This design comes from an exercise in tuning for small area and few clock cycles on the open sky130 flow, not from production work.
Function was checked by simulation only, so behaviour that the tests miss may differ from the original.
Power is estimated from default activity; no workload was simulated.

==> flow/design.v <==
module line_buffer(
  input             i_clk,
  input             i_load,
  input      [63:0] i_word,
  input             i_rot,
  output     [63:0] o_next,    
  output     [15:0] o_top,     
  output     [15:0] o_prev
);
reg [63:0] w0, w1, w2, w3, w4, w5, w6, w7;
reg [15:0] prev;
always @(posedge i_clk)
begin
    if(i_load | i_rot)
    begin
        w0 <= i_load ? i_word : w7;
        w1 <= w0;
        w2 <= w1;
        w3 <= w2;
        w4 <= w3;
        w5 <= w4;
        w6 <= w5;
        w7 <= w6;
    end
end
always @(posedge i_clk)
begin
    if(i_load)
        prev <= w7[63:48];
end
assign o_next = w6;
assign o_top  = w7[63:48];
assign o_prev = prev;
endmodule
module filter_x(
input      [79:0] i_a,       
input      [79:0] i_b,
input      [79:0] i_c,
output     [7:0]  o_flat
);
genvar j;
generate
for(j = 0; j < 8; j = j + 1)
begin : col
    wire [7:0] a0 = i_a[8*(j+2) +: 8], a1 = i_a[8*(j+1) +: 8], a2 = i_a[8*j +: 8];
    wire [7:0] b0 = i_b[8*(j+2) +: 8],                           b2 = i_b[8*j +: 8];
    wire [7:0] c0 = i_c[8*(j+2) +: 8], c1 = i_c[8*(j+1) +: 8], c2 = i_c[8*j +: 8];
    wire p_in, q_in;
    y_filter sp (.x0(a0), .x1(b0), .x2(a1), .y0(b2), .y1(c1), .y2(c2), .o_in(p_in));
    y_filter sq (.x0(b0), .x1(c0), .x2(c1), .y0(a1), .y1(a2), .y2(b2), .o_in(q_in));
    assign o_flat[j] = p_in & q_in;
end
endgenerate
endmodule
module y_filter(
input  [7:0] x0, x1, x2,
input  [7:0] y0, y1, y2,
output       o_in
);
wire [7:0] sx, cx, sy, cy;
genvar i;
generate
for(i = 0; i < 8; i = i + 1)
begin : l1
    assign {cx[i], sx[i]} = x0[i] + x1[i] + x2[i];
    assign {cy[i], sy[i]} = y0[i] + y1[i] + y2[i];
end
endgenerate
wire [9:0] v0 = {2'b00, sx};
wire [9:0] v1 = {1'b0, cx, 1'b0};
wire [9:0] v2 = {2'b00, ~sy};
wire [9:0] v3 = {1'b0, ~cy, 1'b0};
wire [9:0] s2, c2, s3, c3;
generate
for(i = 0; i < 10; i = i + 1)
begin : l2
    assign {c2[i], s2[i]} = v0[i] + v1[i] + v2[i];
end
endgenerate
wire [9:0] c2s = {c2[8:0], 1'b0};
generate
for(i = 0; i < 10; i = i + 1)
begin : l3
    assign {c3[i], s3[i]} = s2[i] + c2s[i] + v3[i];
end
endgenerate
wire [10:0] r = {1'b0, s3} + {c3, 1'b0};
assign o_in = (r >= 11'd705) && (r <= 11'd825);
endmodule
module sobel_top(
input        i_clk,
input        i_rst,
input        i_line1_data_valid,
input [63:0] i_line1_data,
output       o_line1_data_ack,
input        i_line2_data_valid,
input [63:0] i_line2_data,
output       o_line2_data_ack,
input        i_line3_data_valid,
input [63:0] i_line3_data,
output       o_line3_data_ack,
output       o_sobel_data_valid,
output [63:0]o_sobel_data,
input        i_sobel_data_ack,
input        i_filter
);
reg  [2:0] rd_word;     
reg        rd_done;     
reg        res_ok;      
reg        recov;       
reg  [7:0] res;
wire out_valid = i_filter & ~rd_done & res_ok & ~recov;
wire out_take  = out_valid & i_sobel_data_ack;
wire rot       = out_take | recov;
wire shift1 = i_line1_data_valid | rot;
wire shift2 = i_line2_data_valid | rot;
wire shift3 = i_line3_data_valid | rot;
wire all_shift = shift1 & shift2 & shift3;
wire any_shift = shift1 | shift2 | shift3;
always @(posedge i_clk)
begin
    if(!i_rst)
    begin
        rd_word <= 3'd0;
        rd_done <= 1'b0;
        res_ok  <= 1'b0;
        recov   <= 1'b0;
    end
    else
    begin
        if(rot)
            rd_word <= rd_word + 1'b1;
        if(out_take && rd_word == 3'd7)
            rd_done <= 1'b1;
        if(!i_filter)
            rd_done <= 1'b0;
        if(all_shift)
            res_ok <= 1'b1;
        else if(any_shift)
            res_ok <= 1'b0;
        if(i_filter & ~rd_done & ~res_ok & ~recov)
            recov <= 1'b1;
        else if(recov && rd_word == 3'd7)
            recov <= 1'b0;
    end
end
wire all_waiting = out_valid & (rd_word == 3'd0);
assign o_line1_data_ack   = ~all_waiting;
assign o_line2_data_ack   = ~all_waiting;
assign o_line3_data_ack   = ~all_waiting;
assign o_sobel_data_valid = out_valid;
function [63:0] lanes_to_pixels(input [63:0] d);
    lanes_to_pixels = {d[31:0], d[63:32]};
endfunction
wire [63:0] next1, next2, next3;
wire [15:0] top1, top2, top3;
wire [15:0] prev1, prev2, prev3;
line_buffer lb1 (
  .i_clk(i_clk),
  .i_load(i_line1_data_valid),
  .i_word(lanes_to_pixels(i_line1_data)),
  .i_rot(rot),
  .o_next(next1),
  .o_top(top1),
  .o_prev(prev1)
);
line_buffer lb2 (
  .i_clk(i_clk),
  .i_load(i_line2_data_valid),
  .i_word(lanes_to_pixels(i_line2_data)),
  .i_rot(rot),
  .o_next(next2),
  .o_top(top2),
  .o_prev(prev2)
);
line_buffer lb3 (
  .i_clk(i_clk),
  .i_load(i_line3_data_valid),
  .i_word(lanes_to_pixels(i_line3_data)),
  .i_rot(rot),
  .o_next(next3),
  .o_top(top3),
  .o_prev(prev3)
);
wire [7:0] res_next;
filter_x filt (
    .i_a({next1, recov ? prev1 : top1}),
    .i_b({next2, recov ? prev2 : top2}),
    .i_c({next3, recov ? prev3 : top3}),
    .o_flat(res_next)
);
always @(posedge i_clk)
begin
    if(all_shift)
        res <= res_next;
end
wire [63:0] res_bytes = {{8{res[7]}}, {8{res[6]}}, {8{res[5]}}, {8{res[4]}},
                         {8{res[3]}}, {8{res[2]}}, {8{res[1]}}, {8{res[0]}}};
assign o_sobel_data = {res_bytes[31:0], res_bytes[63:32]};
endmodule
clock: 5.0 ns
lec_check: 0
cap_margin: 20
core_margin: 2
core_utilization: 75
cts_buf_list: sky130_fd_sc_hd__clkbuf_16
cts_cluster_diameter: 100
cts_cluster_size: 30
slew_margin: 20
run.sh (not shown) runs the stock make flow with config.mk's settings and CLKGATE_MAP_FILE= SYNTH_SCRIPT=/design/flow/synth_recipe.tcl, a recipe that flattens the netlist after the stock synthesis.
The starting point passed the timing, DRC and antenna checks.
Testbench counts at the start, summed over its fixed seeds: cycles 3,072.
Change:
CORE_UTILIZATION = 60   (was 75)
The changed run produced a clean layout.
Sequential cell count does not change.
Power falls slightly.
Synthesized area is unchanged.
Change:
CTS_BUF_LIST = sky130_fd_sc_hd__clkbuf_8   (was sky130_fd_sc_hd__clkbuf_16)
CTS_CLUSTER_DIAMETER = 60   (was 100)
CTS_CLUSTER_SIZE = 18   (was 30)
Clock-buffer cell count went up by 46.
Sequential power stays flat.
Routed wire length rose by 0.40%.
Global-route usage climbs by 0.19 points.
Register-to-register slack got worse by 0.02 ns.
Synthesized area is unchanged.
Non-clock buffer count is unchanged.
Worst setup slack got worse by 0.021 ns.
Final cell count goes up by 1.4%.
Clock skew climbs by 0.014 ns.

## port drivers added, routing unchanged
No port has a modelled driver above. Below, the same layouts with a new extraction and two added sets of constraints.
Step 1, drivers: a clkbuf_16 drives i_clk and a buf_2 each remaining input, both assumed.
Step 2, shift: input delay + t, output delay - t, t = (earliest + latest rising clock arrival at the registers) / 2. This alone moves slack from input paths to output paths.
Three values: ideal, step 1, step 2; two values: the first two.
run | t (ns) | setup WS [ns] | worst setup path after step 2 | worst data-port slew with drivers (ns)
the first run | 0.756 | 0.243 / 0.243 / 0.243 | register to register | 0.07
the second run | 0.748 | 0.327 / 0.327 / 0.327 | register to register | 0.07
the third run | 0.888 | 0.306 / 0.306 / 0.306 | register to register | 0.08
After both steps every run listed still meets setup and hold.
